From an optimization exercise on the open Yosys and OpenROAD flow, aimed at small area; shortcuts taken in it are not production practice.
The RTL was checked by simulation tests, not by an equivalence proof against the original design.
Power figures rest on the tool's default switching activity, not on a simulated workload.

exp/cedar:
## main
module main
(clk, rst, JA,Left, Right,Up, Down,  sw,led, seg, an );
input clk,rst,Up,Down,Left,Right;
input [7:0] sw;
output [7:0] JA;
output [7:0] led;
output [6:0] seg;
output [3:0] an;
wire oneHz, tick;
wire [1:0] state;
wire combo_en;
wire [2:0] mtr;             
wire is_pm;                 
wire [3:0] nextArrow, a0, a1, a2, a3;
wire correctHit, incorrectHit;
wire [2:0] multiplier;
wire [4:0] s_th, c_th;
wire [3:0] s_h, s_t, s_u, c_h, c_t, c_u;
wire right_d1, right_d2;
clock firstclock (.clk(clk), .rst(rst), .state(state), .oneHz_CLK(oneHz), .display_CLK(tick),
    .mtr(mtr), .is_pm(is_pm));
stateGenerator Findstate (.clk(clk), .rst(rst), .pauseSwitch(sw[6]), .combo(sw[7]),
    .right_d1(right_d1), .right_d2(right_d2), .output_state(state), .display_combo_en(combo_en));
random Numberrandom (.clk(clk), .rst(rst), .metronome_clk(oneHz), .metronome_prev(mtr[2]),
    .sw(sw[7:1]), .state(state), .random_arrow(nextArrow));
arrow Calarrow (.clk(clk), .rst(rst), .state(state), .shift(is_pm), .next_arrow(nextArrow),
    .arrow0(a0), .arrow1(a1), .arrow2(a2), .arrow3(a3));
collision Calmatch (.clk(clk), .rst(rst), .state(state), .metronome_clk(oneHz), .is_pm(is_pm),
    .Up(Up), .Down(Down), .Left(Left), .Right(Right), .arrow(a3),
    .right_d1(right_d1), .right_d2(right_d2),
    .correctHit(correctHit), .incorrectHit(incorrectHit));
score Findscore (.clk(clk), .rst(rst), .state(state), .correctHit(correctHit),
    .incorrectHit(incorrectHit), .multiplier(multiplier),
    .s_th(s_th), .s_h(s_h), .s_t(s_t), .s_u(s_u),
    .c_th(c_th), .c_h(c_h), .c_t(c_t), .c_u(c_u));
  ...
For scale: ~840 cells after synthesis, roughly 41 I/O pins, roughly 7200 um^2 of cells after synthesis.
Settings: LEC_CHECK=0, ABC_AREA=1, CAP_MARGIN=20, CORE_MARGIN=2, CORE_UTILIZATION=40, CTS_BUF_LIST=sky130_fd_sc_hd__clkbuf_8, SLEW_MARGIN=20; clock period 150.0 ns.
standard.sh (not shown) runs the stock make flow with config.mk's settings and CLKGATE_MAP_FILE= SYNTH_SCRIPT=/design/flow/synth_recipe.tcl, a recipe that flattens the netlist after the stock synthesis.
==> flow/flow/run.sh <==
#!/bin/bash
# Own flow: the standard synthesis, the logic (not the flip-flops) mapped again with a
# stronger ABC area script, then the standard layout from floorplan to finish.
set -euo pipefail
W=$PWD
R=$W/orfs/results/$FLOW_PLATFORM/main/base
YOSYS=$FLOW_HOME/../tools/install/yosys/bin/yosys
LIB=$FLOW_HOME/platforms/sky130hd/lib/sky130_fd_sc_hd__tt_025C_1v80.lib

bash standard.sh synth > synth.log 2>&1
cp "$R/1_2_yosys.v" std.v
sed "s#@LIB@#$LIB#g; s#@DIR@#$W/flow#g" flow/remap1.ys > remap1.ys
sed "s#@LIB@#$LIB#g; s#@DIR@#$W/flow#g" flow/remap2.ys > remap2.ys
"$YOSYS" -s remap1.ys > remap1.log 2>&1
"$YOSYS" -s remap2.ys > remap2.log 2>&1
cp new.v "$R/1_2_yosys.v"
rm -f "$R/1_synth.odb" "$R/1_synth.sdc"
bash standard.sh finish > finish.log 2>&1
==> flow/flow/remap.abc <==
strash
&get -n
&deepsyn -T 60
&put
&get -n
&dch -f
&nf -R 1000 -a
&put
Other scripts of this flow, unchanged in this note and not shown: flow/flow/remap1.ys, flow/flow/remap2.ys
Relative to exp/cedar, the following input files were edited for exp/quartz:
==> flow/flow/remap.abc <==
strash
dc2
balance; rewrite; refactor; balance; rewrite; rewrite -z; balance; refactor -z; rewrite -z; balance
dch -f
map -a
strash
balance; resub -K 6; rewrite; resub -K 6 -N 2; refactor; resub -K 8; balance; resub -K 8 -N 2; rewrite; resub -K 10; rewrite -z; resub -K 10 -N 2; balance; resub -K 12; refactor -z; resub -K 12 -N 2; rewrite -z; balance
dch -f
map -a
mfs2
strash
dch -f
map -a
topo
-- flow/config.mk --
<<< exp/cedar, line 10
export CORE_MARGIN = 2
export CORE_UTILIZATION = 40
export CTS_BUF_LIST = sky130_fd_sc_hd__clkbuf_8
export SLEW_MARGIN = 20
>>> exp/quartz, line 10
export CORE_MARGIN = 2
export CORE_UTILIZATION = 40
export SLEW_MARGIN = 20
==> comparison <==
Diff exp/cedar -> exp/quartz: maximum number of pins on one net before global-route repair fell 38%; non-clock inverter instance count of the final layout went up; register-to-register slack now sits lower; total stage count of the critical path picked up an extra 8; overall power up 13 uW.
exp/quartz: post-route clock period utilization higher than exp/cedar
exp/quartz — share of total power in sequential cells 6.4 points lower, exp/cedar as reference
Taking exp/cedar as the reference, in exp/quartz sequential cell count closely matched the old numbers, routed wire length increased by about 7.5% relative to the old numbers.
Changes in exp/onyx relative to exp/quartz:
-- flow/flow/run.sh --
<<< exp/quartz, line 16
cp new.v "$R/1_2_yosys.v"
rm -f "$R/1_synth.odb" "$R/1_synth.sdc"
bash standard.sh finish > finish.log 2>&1
>>> exp/onyx, line 16
cp new.v "$R/1_2_yosys.v"
rm -f "$R/1_synth.odb" "$R/1_synth.sdc"
bash standard.sh finish "BUFFER_PORTS_ARGS=-buffer_cell sky130_fd_sc_hd__buf_1" "CTS_ARGS=-sink_clustering_enable -repair_clock_nets -buf_list sky130_fd_sc_hd__clkbuf_8 -dont_use_dummy_load" > finish.log 2>&1
==> flow/flow/remap.abc <==
strash
&get -n
&deepsyn -T 60
&put
&get -n
&dch -f
&nf -R 1000 -a
&put
-- flow/config.mk --
<<< exp/quartz, line 10
export CORE_MARGIN = 2
export CORE_UTILIZATION = 40
export SLEW_MARGIN = 20
>>> exp/onyx, line 10
export CORE_MARGIN = 2
export CORE_UTILIZATION = 40
export CTS_BUF_LIST = sky130_fd_sc_hd__clkbuf_8
export SLEW_MARGIN = 20
- exp/onyx ended with every stage complete and zero timing, DRC or antenna violations.
- The run with more setup slack is exp/onyx; exp/quartz has less.
- Measured against each other, exp/onyx and exp/quartz differ in instance count after placement with tap cells included, the lower figure coming from exp/onyx.
- Sort exp/onyx and exp/quartz by share of the clock period used by the worst path after layout, ascending, and exp/onyx comes first.
- exp/onyx vs exp/quartz — detailed-routed wire length on met3 rose 43%.
- Minimum period implied by the final worst setup slack: exp/onyx vs exp/quartz down 0.63 ns
## Diff of input files: exp/juniper against exp/onyx
-- flow/flow/run.sh --
<<< exp/onyx, line 16
cp new.v "$R/1_2_yosys.v"
rm -f "$R/1_synth.odb" "$R/1_synth.sdc"
bash standard.sh finish "BUFFER_PORTS_ARGS=-buffer_cell sky130_fd_sc_hd__buf_1" "CTS_ARGS=-sink_clustering_enable -repair_clock_nets -buf_list sky130_fd_sc_hd__clkbuf_8 -dont_use_dummy_load" > finish.log 2>&1
>>> exp/juniper, line 16
cp new.v "$R/1_2_yosys.v"
rm -f "$R/1_synth.odb" "$R/1_synth.sdc"
bash standard.sh finish "BUFFER_PORTS_ARGS=-buffer_cell sky130_fd_sc_hd__buf_1" "CTS_ARGS=-sink_clustering_enable -repair_clock_nets -buf_list {sky130_fd_sc_hd__clkbuf_4 sky130_fd_sc_hd__clkbuf_8} -dont_use_dummy_load" > finish.log 2>&1
A cell kind with the greatest summed area of multi-input combinational cells is what exp/onyx shows, while flip-flops and latches belongs to exp/juniper. Comparing exp/onyx and exp/juniper, overall power is higher on exp/onyx. The setup slack of exp/juniper is larger than that of exp/onyx. Going from exp/onyx to exp/juniper, critical path arrival shrinks by 0.33 ns. Peak clock frequency supported by timing in exp/juniper vs exp/onyx: up about 1%. As far as initial standard-cell utilization of the core is concerned, exp/onyx and exp/juniper perform about the same. exp/onyx → exp/juniper: worst hold slack now smaller, global-route usage has decreased, cell count closely matched the old numbers, buffer share of cell area level, fraction of met3 tracks used by global routing fell by 0.94 points.

[re-timing with driven ports]
In the flow no input, the clock included, has a driving cell. The finished layouts below were timed again as built, in two steps.
Step 1 (the two cells are an assumption about what drives the block):
set clk [get_ports {clk}]
set_driving_cell -lib_cell sky130_fd_sc_hd__clkbuf_16 $clk
set_driving_cell -lib_cell sky130_fd_sc_hd__buf_2 [delete_from_list [all_inputs] $clk]
Step 2 also shifts input and output timing later by t, the mid clock arrival at the registers, as if the neighbouring blocks saw the same clock.
a / b / c = ideal / step 1 / step 2; a / b = the first two.
| run | t, ns | setup slack, ns | worst setup path after step 2 |
|---|---|---|---|
| exp/cedar | 0.487 | 116.279 / 116.302 / 115.814 | input to register |
| exp/quartz | 0.459 | 115.794 / 115.813 / 115.354 | input to register |
| exp/onyx | 0.484 | 116.425 / 116.441 / 115.956 | input to register |
| exp/juniper | 0.482 | 116.754 / 116.771 / 116.288 | input to register |
After both steps setup and hold are still met in every run listed. The setup slack of exp/onyx, which loses most, moves by +0.016 ns with the drivers and by -0.469 ns with both steps.
